Source: an optimization exercise on an open RTL-to-GDS flow (aim: small area, a short achievable clock period and few clock cycles). Production flows keep margins and buffers that such runs may drop. The RTL was checked by simulation tests, not by an equivalence proof against the original design. Power and IR drop assume default switching activity.

oak:
==> flow/design.v (excerpt) <==
module sap1(
    input        clk,
    input        clr,
    input        prog_we,
    input  [3:0] prog_addr,
    input  [7:0] prog_data,
    output [7:0] OUT,
    output       out_valid,
    output       halted,
    output [7:0] ACC
    );
export LEC_CHECK = 0
export CAP_MARGIN = 20
export CORE_MARGIN = 2
export CORE_UTILIZATION = 60
export CTS_BUF_LIST = sky130_fd_sc_hd__clkbuf_8
export CTS_CLUSTER_SIZE = 40
export SETUP_SLACK_MARGIN = 1.9
export SLEW_MARGIN = 20
create_clock -name core_clock -period 4.0 [get_ports {clk}]
standard.sh (not shown) runs the stock make flow with config.mk's settings and CLKGATE_MAP_FILE= SYNTH_SCRIPT=/design/flow/synth_recipe.tcl, a recipe that flattens the netlist after the stock synthesis.
==> flow/flow/run.sh <==
#!/bin/bash
# Standard layout, with the port buffers made of plain buffers and cell
# sizing free to change a cell's footprint.
set -euo pipefail
bash standard.sh MATCH_CELL_FOOTPRINT=0 \
    "BUFFER_PORTS_ARGS=-buffer_cell sky130_fd_sc_hd__buf_2" \
    finish > standard.log 2>&1
oak went all the way through the flow, and no timing, DRC or antenna check failed.
Testbench counts of oak, summed over its fixed seeds: cycles 7,923.
The following lists how pine was set up differently from oak:
diff --git a/flow/config.mk b/flow/config.mk
--- a/flow/config.mk
+++ b/flow/config.mk
@@ -10 +10 @@
-export CORE_UTILIZATION = 60
+export CORE_UTILIZATION = 75
@@ -13 +13 @@
-export SETUP_SLACK_MARGIN = 1.9
+export SETUP_SLACK_MARGIN = 2.0
Results
pine reached the final stage; the timing, design-rule and antenna checks on its layout passed.
Looking at post-synthesis to final-layout area growth, pine sits 0.23 points above oak.
[compare] base=oak new=pine: number of tapcells went down 36, total routed wirelength went down about 0.8%, total number of vias went up 196.

========
Another version of the RTL of sap1 (not shown whole).
Size in the first run: about 160 flip-flops, about 33 I/O pins, ~7600 um2 of cells after synthesis.
clock: 4.0 ns
lec_check: 0
cap_margin: 20
core_margin: 2
core_utilization: 60
cts_buf_list: sky130_fd_sc_hd__clkbuf_8
cts_cluster_size: 40
setup_slack_margin: 2.1
slew_margin: 20
==> flow/flow/run.sh <==
#!/bin/bash
# Standard layout, with the port buffers made of plain buffers, cell sizing
# free to change a cell's footprint, and clock tree synthesis without dummy
# loads.
set -euo pipefail
bash standard.sh MATCH_CELL_FOOTPRINT=0 \
    "BUFFER_PORTS_ARGS=-buffer_cell sky130_fd_sc_hd__buf_2" \
    "CTS_ARGS=-sink_clustering_enable -repair_clock_nets -sink_clustering_size 40 -buf_list sky130_fd_sc_hd__clkbuf_8 -dont_use_dummy_load" \
    finish > standard.log 2>&1
The starting point went through all stages and came out clean.
Testbench counts at the start, summed over its fixed seeds: cycles 7,923.
Then changed:
==> flow/flow/run.sh (replaced) <==
#!/bin/bash
# Standard layout, with the port buffers made of plain buffers and cell
# sizing free to change a cell's footprint.
set -euo pipefail
bash standard.sh MATCH_CELL_FOOTPRINT=0 \
    "BUFFER_PORTS_ARGS=-buffer_cell sky130_fd_sc_hd__buf_2" \
    finish > standard.log 2>&1
The changed run ran to the end with no violations.
Area after synthesis is unchanged.
Via count went up by 0.60%.
Die area does not change.
Power increases by 12%.
Flip-flop and latch count does not change.
Clock skew goes down by 0.0092 ns.
Design area came out higher by 3.1%.
Final cell count came out higher by 2.5%.
Clock-buffer cell count is unchanged.
Setup slack degrades by 0.0054 ns.
Then changed:
==> flow/flow/run.sh (replaced) <==
#!/bin/bash
# Standard layout, with the port buffers made of plain buffers, cell sizing
# free to change a cell's footprint, and clock tree synthesis without dummy
# loads.
set -euo pipefail
bash standard.sh MATCH_CELL_FOOTPRINT=0 \
    "BUFFER_PORTS_ARGS=-buffer_cell sky130_fd_sc_hd__buf_1" \
    "CTS_ARGS=-sink_clustering_enable -repair_clock_nets -sink_clustering_size 40 -buf_list sky130_fd_sc_hd__clkbuf_8 -dont_use_dummy_load" \
    REMOVE_ABC_BUFFERS=1 \
    finish > standard.log 2>&1
- SETUP_SLACK_MARGIN: 2.1 -> 2.0
What happened: The changed run ran to the end with no violations; total power came out lower by roughly a tenth; combinational power came out lower by about a fifth; final area came out lower by a few percent; global-route usage came out lower by 1.5 points; hold slack barely changes; synthesized cell count stays the same; cell count came out lower by a few percent; critical path depth came out higher by 1; non-clock buffer count came out lower by 13; clock skew came out higher by 0.015 ns.
Then changed:
--- a/flow/flow/run.sh
+++ b/flow/flow/run.sh
@@ -5,6 +5,6 @@
 set -euo pipefail
 bash standard.sh MATCH_CELL_FOOTPRINT=0 \
-    "BUFFER_PORTS_ARGS=-buffer_cell sky130_fd_sc_hd__buf_1" \
+    "BUFFER_PORTS_ARGS=-buffer_cell sky130_fd_sc_hd__buf_2" \
     "CTS_ARGS=-sink_clustering_enable -repair_clock_nets -sink_clustering_size 40 -buf_list sky130_fd_sc_hd__clkbuf_8 -dont_use_dummy_load" \
-    REMOVE_ABC_BUFFERS=1 \
+    SKIP_GATE_CLONING=1 \
     finish > standard.log 2>&1
Result: Final cell count rose by 2.1%. Worst setup slack loses 0.066 ns. Cell area came out higher by 3.7%. Clock skew goes down by 0.0051 ns. Global-route usage goes up by 0.56 points. Core utilization goes up by 2.4 points. Total power came out higher by 3.1%. Via count went up by 2.5%.
Then changed:
==> flow/flow/run.sh (replaced) <==
#!/bin/bash
# Standard layout, with the port buffers made of plain buffers and cell
# sizing free to change a cell's footprint.
set -euo pipefail
bash standard.sh MATCH_CELL_FOOTPRINT=0 \
    "BUFFER_PORTS_ARGS=-buffer_cell sky130_fd_sc_hd__buf_2" \
    finish > standard.log 2>&1
The new run went through all stages and came out clean; wire length falls slightly; power rises by a little under a tenth; die area does not change; combinational power falls by a little under a tenth; setup slack improved by 0.030 ns; via count rises slightly; clock-buffer cell count rises by 3; maximum frequency rises slightly; design area is about the same.
Then changed:
==> flow/flow/run.sh (replaced) <==
#!/bin/bash
# Standard layout, with the port buffers made of plain buffers, cell sizing
# free to change a cell's footprint, and clock tree synthesis without dummy
# loads.
set -euo pipefail
bash standard.sh MATCH_CELL_FOOTPRINT=0 \
    "BUFFER_PORTS_ARGS=-buffer_cell sky130_fd_sc_hd__buf_2" \
    "CTS_ARGS=-sink_clustering_enable -repair_clock_nets -sink_clustering_size 40 -buf_list sky130_fd_sc_hd__clkbuf_8 -dont_use_dummy_load" \
    REMOVE_ABC_BUFFERS=1 \
    finish > standard.log 2>&1
- CORE_UTILIZATION: 60 -> 50
The changed run finished clean.
Count of clock-buffer cells in the layout decreases by 3.
Register-to-register slack barely changes.
Design area came out lower by 2.5%.
Routed wire length hardly moves.
Combinational power is lower by about 0.7%.
Worst hold slack got worse by 0.015 ns.
Via count shrinks by 3.0%.
Sequential share of layout area came out higher by 1.4 points.

==> re-timing with driven ports <==
Ports are ideal in the flow. The routed layouts listed here were re-timed in OpenROAD. Step 1, drivers: a clkbuf_16 drives clk and a buf_2 each remaining input, both assumed. Step 2 times the ports against the registers' clock, not the clock port: input delays grow and output delays shrink by t, the midpoint of the rising clock arrivals with the driver on. Slacks: ideal ports / drivers / drivers and shift; pairs: ideal ports / drivers.
run | shift t [ns] | setup slack, ns | worst slew at a driven data input, ns
oak | 0.487 | 1.978 / 1.978 / 1.540 | 0.03
pine | 0.476 | 1.913 / 1.928 / 1.452 | 0.05
the first run of note 2 | 0.479 | 2.000 / 2.000 / 1.655 | 0.03
the second run of note 2 | 0.485 | 1.995 / 1.995 / 1.707 | 0.03
the third run of note 2 | 0.466 | 2.044 / 2.044 / 1.605 | 0.03
the fourth run of note 2 | 0.477 | 1.978 / 1.978 / 1.594 | 0.04
the fifth run of note 2 | 0.483 | 2.008 / 2.008 / 1.611 | 0.04
the sixth run of note 2 | 0.480 | 2.007 / 2.007 / 1.554 | 0.03
After both steps every run listed still meets setup and hold. The setup slack of pine, which loses most, moves by +0.015 ns with the drivers and by -0.461 ns with both steps.
